Source: an optimization exercise on an open RTL-to-GDS flow (aim: small area, a short achievable clock period and few clock cycles). Production flows keep margins and buffers that such runs may drop.
Where RTL was checked, it was by simulation tests only, not by an equivalence proof against the original.
Power and IR drop assume default switching activity.

the previous run:
// Datapath
module Datapath (input clk, rst,
                 input [23:0] imem_data,
                 input [23:0] dmem_rdata,
                 output [23:0] imem_addr,
                 output [23:0] dmem_addr,
                 output [23:0] dmem_wdata,
                 output dmem_we,
                 output halted
);
For scale: about 1500 cells after synthesis, ~120 I/O pins, about 0.018 mm^2 of cells after synthesis.
Settings: LEC_CHECK=0, CAP_MARGIN=20, CORE_MARGIN=2, CORE_UTILIZATION=60, CTS_BUF_LIST=sky130_fd_sc_hd__clkbuf_8, CTS_CLUSTER_DIAMETER=60, CTS_CLUSTER_SIZE=15, SLEW_MARGIN=20; clock period 10.0 ns.
standard.sh (not shown) runs the stock make flow with config.mk's settings and CLKGATE_MAP_FILE= SYNTH_SCRIPT=/design/flow/synth_recipe.tcl, a recipe that flattens the netlist after the stock synthesis.
==> flow/flow/run.sh <==
#!/bin/bash
# Standard layout, with plain buffers on the ports and timing repair aiming
# at a 6.7 ns setup margin.
bash standard.sh SETUP_SLACK_MARGIN=6.7 'BUFFER_PORTS_ARGS=-buffer_cell sky130_fd_sc_hd__buf_2' finish > standard.log 2>&1
--- input diff the previous run..the current run ---
--- a/flow/design.v
+++ b/flow/design.v
@@ -83,67 +83,79 @@
     wire [23:0] rdv = ({24{s_H}} & H) | ({24{s_W}} & W) | ({24{s_K}} & K) | ({24{s_C}} & C) |
                       ({24{s_X}} & X) | ({24{s_J}} & J) | ({24{s_L}} & L) | ({24{s_P}} & P) |
                       ({24{s_T}} & T) | ({24{s_IR}} & IR);
     wire [23:0] opv = fwd ? wval : rdv;
     wire [23:0] opr_next = d_mul ? {1'b0, opv[23:1]} : opv ^ {24{d_inv}};
     always @(posedge clk) begin
         if (rst) begin
             vD      <= 1'b0;
+            x_ld    <= 1'b0;
             x_st    <= 1'b0;
+            x_clac  <= 1'b0;
+            x_mv    <= 1'b0;
+            x_alu   <= 1'b0;
+            x_div   <= 1'b0;
+            x_mul2  <= 1'b0;
+            x_mul4  <= 1'b0;
             x_mul   <= 1'b0;
             x_jmp   <= 1'b0;
+            x_const <= 1'b0;
             x_halt  <= 1'b0;
+            x_rac   <= 1'b0;
+            x_rmdr  <= 1'b0;
+            x_acwr  <= 1'b0;
+            x_achold <= 1'b1;
             mcnt    <= 5'd0;
             mskip   <= 1'b1;
             st_pend <= 1'b0;
             halt_q  <= 1'b0;
             stl     <= 1'b0;
         end else begin
             stl     <= stall ? (x_halt | (x_mul & (mnext != 5'd23)))
                              : (vD & (d_op == 5'd16 || (~d_op[4] & ~d_op[3] & ~d_op[0])));
             st_pend <= x_st & ~stall;
             halt_q  <= x_halt;
             if (!stall) begin
                 vD      <= ~taken & ~(vD & d_2w);
+                x_ld    <= vD & (d_op == 5'd3);
+                x_st    <= vD & (d_op == 5'd5);
+                x_clac  <= vD & (d_op == 5'd7);
+                x_mv    <= vD & d_mv;
+                x_alu   <= vD & (d_op == 5'd9 || d_op == 5'd10 || d_op == 5'd11 || d_op == 5'd12);
+                x_div   <= vD & (d_op == 5'd13);
+                x_mul2  <= vD & (d_op == 5'd14);
+                x_mul4  <= vD & (d_op == 5'd15);
+                x_mul   <= vD & (d_op == 5'd16);
                 x_jmp   <= vD & (d_op == 5'd17);
+                x_const <= vD & (d_op == 5'd20);
                 x_halt  <= vD & ~d_op[4] & ~d_op[3] & ~d_op[0];
-                x_mul   <= vD & (d_op == 5'd16);
-                x_st    <= vD & (d_op == 5'd5);
+                x_rac   <= vD & ((d_mv & (d_src == 4'd10)) | (d_op == 5'd5));
+                x_rmdr  <= vD & d_mv & (d_src == 4'd12);
+                x_acwr  <= vD & (d_op == 5'd3 || ((d_mv || d_op == 5'd20) && d_dst == 4'd10));
+                x_achold <= ~vD | ~(d_op == 5'd3 || ((d_mv || d_op == 5'd20) && d_dst == 4'd10) ||
+                                    d_op == 5'd7 || d_op == 5'd9 || d_op == 5'd10 || d_op == 5'd11 ||
+                                    d_op == 5'd12 || d_op == 5'd13 || d_op == 5'd14 || d_op == 5'd15 ||
+                                    d_op == 5'd16);
             end
             mcnt  <= (x_mul & ~mdone) ? mnext : 5'd0;
             mskip <= ~(x_mul & ~mdone) | skip4;
         end
     end
     always @(posedge clk) PC <= pc_next;
     always @(posedge clk) begin
         if (!stall) begin
             IR    <= imem_data;
             rcode <= f_rcode;
             d_inv <= f_op == 5'd12 || f_op == 5'd17 || f_op == 5'd10;
             d_mul <= f_op == 5'd16;
             dst   <= d_dst;
             OPR   <= opr_next;
             o0    <= opv[0];
             x_cin <= d_op == 5'd12 || d_op == 5'd17 || d_op == 5'd9;
-            x_ld    <= vD & (d_op == 5'd3);
-            x_clac  <= vD & (d_op == 5'd7);
-            x_mv    <= vD & d_mv;
-            x_alu   <= vD & (d_op == 5'd9 || d_op == 5'd10 || d_op == 5'd11 || d_op == 5'd12);
-            x_div   <= vD & (d_op == 5'd13);
-            x_mul2  <= vD & (d_op == 5'd14);
-            x_mul4  <= vD & (d_op == 5'd15);
-            x_const <= vD & (d_op == 5'd20);
-            x_rac   <= vD & ((d_mv & (d_src == 4'd10)) | (d_op == 5'd5));
-            x_rmdr  <= vD & d_mv & (d_src == 4'd12);
-            x_acwr  <= vD & (d_op == 5'd3 || ((d_mv || d_op == 5'd20) && d_dst == 4'd10));
-            x_achold <= ~vD | ~(d_op == 5'd3 || ((d_mv || d_op == 5'd20) && d_dst == 4'd10) ||
-                            d_op == 5'd7 || d_op == 5'd9 || d_op == 5'd10 || d_op == 5'd11 ||
-                            d_op == 5'd12 || d_op == 5'd13 || d_op == 5'd14 || d_op == 5'd15 ||
-                            d_op == 5'd16);
         end
     end
     always @(posedge clk) begin
         if (we_H) H <= wval;
         if (we_W) W <= wval;
         if (we_K) K <= wval;
         if (we_C) C <= wval;
         if (we_X) X <= wval;
### Flow results
Looking at standard cell with the maximum stage delay on the critical path, the sky130_fd_sc_hd__dfxtp_1 result is from the current run; the sky130_fd_sc_hd__edfxtp_1 one comes from the previous run.
Between the current run and the previous run, the difference in layout buffering overhead excluding clock cells is negligible.
Of the current run and the previous run, the run reporting the higher transition at the pin with the smallest max-transition slack was the current run.
Looking at post-layout minimum cycle time, the current run sits 0.019 ns below the previous run.
In terms of smallest hold slack, the previous run and the current run differ only marginally.
The previous run → the current run: complex-gate fraction of the synthesized area has increased; routed wire length has remained practically unchanged.
Taking the previous run as the reference point, the first-pass GRT wire length of the current run rises by about 1.3%.
Diff the previous run -> the current run | least setup slack across all paths after layout | increase of 0.019 ns
Diff the current run and the previous run: sum of internal, switching and leakage power higher in the previous run
Re share of the clock period used by the worst path after layout: the previous run was higher than the current run.
Against the previous run, the current run comes in 0.13 um^2 lower on average cell area after synthesis.
Looking at the current run and the previous run, the leakage power of the design is a wash.
Compared the previous run against the current run; growth of design area from synthesis to finish within noise.
Against the previous run, area occupied by multi-input gates in the current run fell slightly.
Testbench counts of the current run, summed over its fixed seeds: cycles 103,362.
For the previous run, only the layout was checked, not whether the RTL still works.

re-timing with driven ports:
In the flow no input, the clock included, has a driving cell. The finished layouts below were timed again as built, in two steps. Step 1: set_driving_cell puts a clkbuf_16 on clk and a buf_2 on each other input, an assumption about the parent block. Step 2 times the ports against the registers' clock, not the clock port: input delays grow and output delays shrink by t, the midpoint of the rising clock arrivals with the driver on. Three values: ideal, step 1, step 2; two values: the first two.
| run | t, ns | setup slack, ns | worst setup path at the end | cell pins on the clock port's net |
|---|---|---|---|---|
| the previous run | 0.618 | 6.755 / 6.706 / 6.217 | input to register | 1 |
| the current run | 0.619 | 6.774 / 6.724 / 6.288 | input to register | 1 |
After both steps every run listed still meets setup and hold. For the previous run, which loses most, drivers alone change the setup slack by -0.049 ns; drivers and shift together by -0.538 ns.
